This design comes from an exercise in tuning for small area on the open sky130 flow, not from production work. Function was checked by simulation only, so behaviour that the tests miss may differ from the original. The clock port is modelled as an ideal driver; clocking choices that lean on that would not hold on a real chip. Power and IR drop assume default switching activity.

==> flow/design.v (excerpt) <==
module VendMachine(
    input wire clk, rst, btnU, btnL, btnR, btnD, btnC,
    input wire [3:1] sw,
    output reg [3:0] an,
    output reg [0:7] seg,
    output wire [15:0] led
    );
Size in the first run: about 290 cells after synthesis, roughly 42 flip-flops, about 38 I/O pins, roughly 2200 sq um of cells after synthesis.
export LEC_CHECK = 0
export ABC_AREA = 1
export CAP_MARGIN = 20
export CORE_MARGIN = 2
export CORE_UTILIZATION = 40
export SLEW_MARGIN = 20
create_clock -name core_clock -period 20.0 [get_ports {clk}]
standard.sh (not shown) runs the stock make flow with config.mk's settings and CLKGATE_MAP_FILE= SYNTH_SCRIPT=/design/flow/synth_recipe.tcl, a recipe that flattens the netlist after the stock synthesis.
==> flow/flow/run.sh <==
#!/bin/bash
# Standard ORFS layout (the standard.sh) with:
#  - synthesis: the standard flow's script, ABC area mapping with flow/area.script,
#    no adder-cell extraction;
#  - yosys/abc buffers removed at floorplan;
#  - port buffers of the smallest buffer cell.
set -euo pipefail
W=$(pwd)
export FLOW_SYNTH_TCL=$W/synth_recipe.tcl
export MY_ABC=$W/flow/area.script
bash standard.sh finish SYNTH_SCRIPT=$W/flow/synth_wrap.tcl ADDER_MAP_FILE= REMOVE_ABC_BUFFERS=1 \
  'BUFFER_PORTS_ARGS=-buffer_cell sky130_fd_sc_hd__buf_1' > make_finish.log 2>&1
==> flow/flow/area.script <==
strash
dch -f
amap
mfs2 -e -L 20 -W 4
strash
dch -f
amap
mfs2 -e -L 20 -W 4
strash
dch -f
amap
mfs2 -e -L 20 -W 4
strash
dch -f
amap
mfs2 -e -L 20 -W 4
strash
dch -f
amap
mfs2 -e -L 20 -W 4
strash
strash
dch -f
amap
mfs3 -a -e
topo
dnsize -c
==> flow/flow/synth_wrap.tcl <==
# Runs the standard flow's synthesis script unchanged, except that the ABC area script
# used for technology mapping is replaced by flow/area.script (several rounds
# of choice-based area mapping with don't-care resubstitution). Only the
# combinational mapping changes; registers come out as in the standard run.
proc abc {args} {
  set i [lsearch -exact $args -script]
  if {$i >= 0 && [string match *abc_area* [lindex $args [expr {$i + 1}]]]} {
    lset args [expr {$i + 1}] $::env(MY_ABC)
  }
  yosys abc {*}$args
}
source $::env(FLOW_SYNTH_TCL)
The starting point ran to the end with no violations.
Next try:
--- a/flow/flow/area.script
+++ b/flow/flow/area.script
@@ -20,8 +20,6 @@
 mfs2 -e -L 20 -W 4
 strash
-strash
 dch -f
 amap
-mfs3 -a -e
 topo
 dnsize -c
What happened: The changed run finished clean; first-iteration DRC count rose by 48%; synthesized area rose by 0.64%; worst setup slack is worse by 0.19 ns; clock power fell by 32%; power fell by 10%; sequential share of layout area rose by 0.62 points; via count rose by 4.8%; routed wire length rose by 3.6%; sequential cell count is unchanged.
Next try:
==> flow/flow/run.sh (replaced) <==
#!/bin/bash
# Standard ORFS layout (the standard.sh) with:
#  - synthesis: the standard flow's script, with ABC area mapping done by flow/area.script
#    (rounds of choice-based area mapping and don't-care optimisation), and
#    no adder-cell extraction; if ABC fails on that script, the synthesis is
#    rerun with flow/area_fallback.script;
#  - yosys/abc buffers removed at floorplan;
#  - port buffers of the smallest buffer cell;
#  - clock tree synthesis as standard, without dummy balancing loads.
# Each step's full output goes to a log file in this folder.
set -euo pipefail
W=$(pwd)
export FLOW_SYNTH_TCL=$W/synth_recipe.tcl
KNOBS=(SYNTH_SCRIPT=$W/flow/synth_wrap.tcl ADDER_MAP_FILE= REMOVE_ABC_BUFFERS=1
       'BUFFER_PORTS_ARGS=-buffer_cell sky130_fd_sc_hd__buf_1'
       'CTS_ARGS=-sink_clustering_enable -repair_clock_nets -dont_use_dummy_load')
export MY_ABC=$W/flow/area.script
if ! bash standard.sh synth "${KNOBS[@]}" > make_synth.log 2>&1; then
  rm -rf orfs
  export MY_ABC=$W/flow/area_fallback.script
  bash standard.sh synth "${KNOBS[@]}" > make_synth_fallback.log 2>&1
fi
bash standard.sh finish "${KNOBS[@]}" > make_finish.log 2>&1
==> flow/flow/area.script (replaced) <==
bogus_command
==> flow/flow/area_fallback.script (new file) <==
strash
dch -f
amap
mfs2 -e -L 20 -W 4
strash
dch -f
amap
mfs2 -e -L 20 -W 4
strash
dch -f
amap
mfs2 -e -L 20 -W 4
strash
dch -f
amap
mfs2 -e -L 20 -W 4
strash
dch -f
amap
mfs2 -e -L 20 -W 4
strash
dch -f
amap
topo
dnsize -c
Outcome: Wire length came out lower by 0.40%. Design area came out lower by 0.58%. Maximum frequency is about the same. Power came out lower by about 2.2%.
Next try:
==> flow/flow/area.script (replaced) <==
strash
dch -f
amap
mfs2 -e -L 20 -W 4
strash
dch -f
amap
mfs2 -e -L 20 -W 4
strash
dch -f
amap
mfs2 -e -L 20 -W 4
strash
dch -f
amap
mfs2 -e -L 20 -W 4
strash
dch -f
amap
mfs2 -e -L 20 -W 4
strash
strash
dch -f
amap
mfs3 -a -e
topo
dnsize -c
What happened: Total power drops by 1.9%. Setup slack gains 0.17 ns. First-iteration DRC count drops by 46%.
Next try:
--- a/flow/flow/run.sh
+++ b/flow/flow/run.sh
@@ -7,5 +7,6 @@
 #  - yosys/abc buffers removed at floorplan;
 #  - port buffers of the smallest buffer cell;
-#  - clock tree synthesis as standard, without dummy balancing loads.
+#  - clock tree synthesis as standard, without dummy balancing loads, and
+#    the smallest clock buffer at the root (flow/post_cts.tcl).
 # Each step's full output goes to a log file in this folder.
 set -euo pipefail
@@ -14,5 +15,6 @@
 KNOBS=(SYNTH_SCRIPT=$W/flow/synth_wrap.tcl ADDER_MAP_FILE= REMOVE_ABC_BUFFERS=1
        'BUFFER_PORTS_ARGS=-buffer_cell sky130_fd_sc_hd__buf_1'
-       'CTS_ARGS=-sink_clustering_enable -repair_clock_nets -dont_use_dummy_load')
+       'CTS_ARGS=-sink_clustering_enable -repair_clock_nets -dont_use_dummy_load'
+       POST_CTS_TCL=$W/flow/post_cts.tcl)
 export MY_ABC=$W/flow/area.script
 if ! bash standard.sh synth "${KNOBS[@]}" > make_synth.log 2>&1; then
==> flow/flow/post_cts.tcl (new file) <==
# After clock tree synthesis: the root clock buffer only drives the few leaf
# clock buffers, so give it the smallest clock buffer cell. The leaf buffers
# that drive the flip-flops are left as clock tree synthesis sized them.
foreach inst [get_cells clkbuf_0_*] {
  replace_cell $inst sky130_fd_sc_hd__clkbuf_1
}
estimate_parasitics -placement
report_clock_skew
Sequential cell count is unchanged.
Worst setup slack degrades by 0.22 ns.
Cell count stays the same.
Routed wire length drops by about 0.7%.
Via count is about the same.
Die area does not change.
Area after synthesis is unchanged.
Final area drops by about 0.4%.
Clock-buffer cell count is unchanged.
Synthesized cell count is unchanged.
Total power drops by about 2.4%.

==> separate check: timing with driven ports <==
The flow's constraints put no driver on any port. The routed layouts listed below were extracted and timed again, unchanged, in two steps.
Step 1 (the two cells are an assumption about what drives the block):
set clk [get_ports {clk}]
set_driving_cell -lib_cell sky130_fd_sc_hd__clkbuf_16 $clk
set_driving_cell -lib_cell sky130_fd_sc_hd__buf_2 [delete_from_list [all_inputs] $clk]
Step 2 times the ports against the registers' clock, not the clock port: input delays grow and output delays shrink by t, the midpoint of the rising clock arrivals with the driver on.
a / b / c = ideal ports / drivers / drivers and shift; a / b = the first two.
| run | t, ns | setup slack, ns | worst hold slack (ns) | worst setup path at the end | cell pins on the clock port's net |
|---|---|---|---|---|---|
| the first run | 0.319 | 11.537 / 11.511 / 11.830 | 0.389 / 0.389 / 0.389 | register to output | 1 |
| the second run | 0.317 | 11.348 / 11.319 / 11.635 | 0.389 / 0.389 / 0.389 | register to output | 1 |
| the third run | 0.310 | 11.359 / 11.330 / 11.640 | 0.389 / 0.389 / 0.389 | register to output | 1 |
| the fourth run | 0.310 | 11.533 / 11.506 / 11.816 | 0.388 / 0.388 / 0.388 | register to output | 1 |
| the fifth run | 0.534 | 11.313 / 11.290 / 11.824 | 0.389 / 0.389 / 0.389 | register to output | 1 |
After both steps every run listed still meets setup and hold.
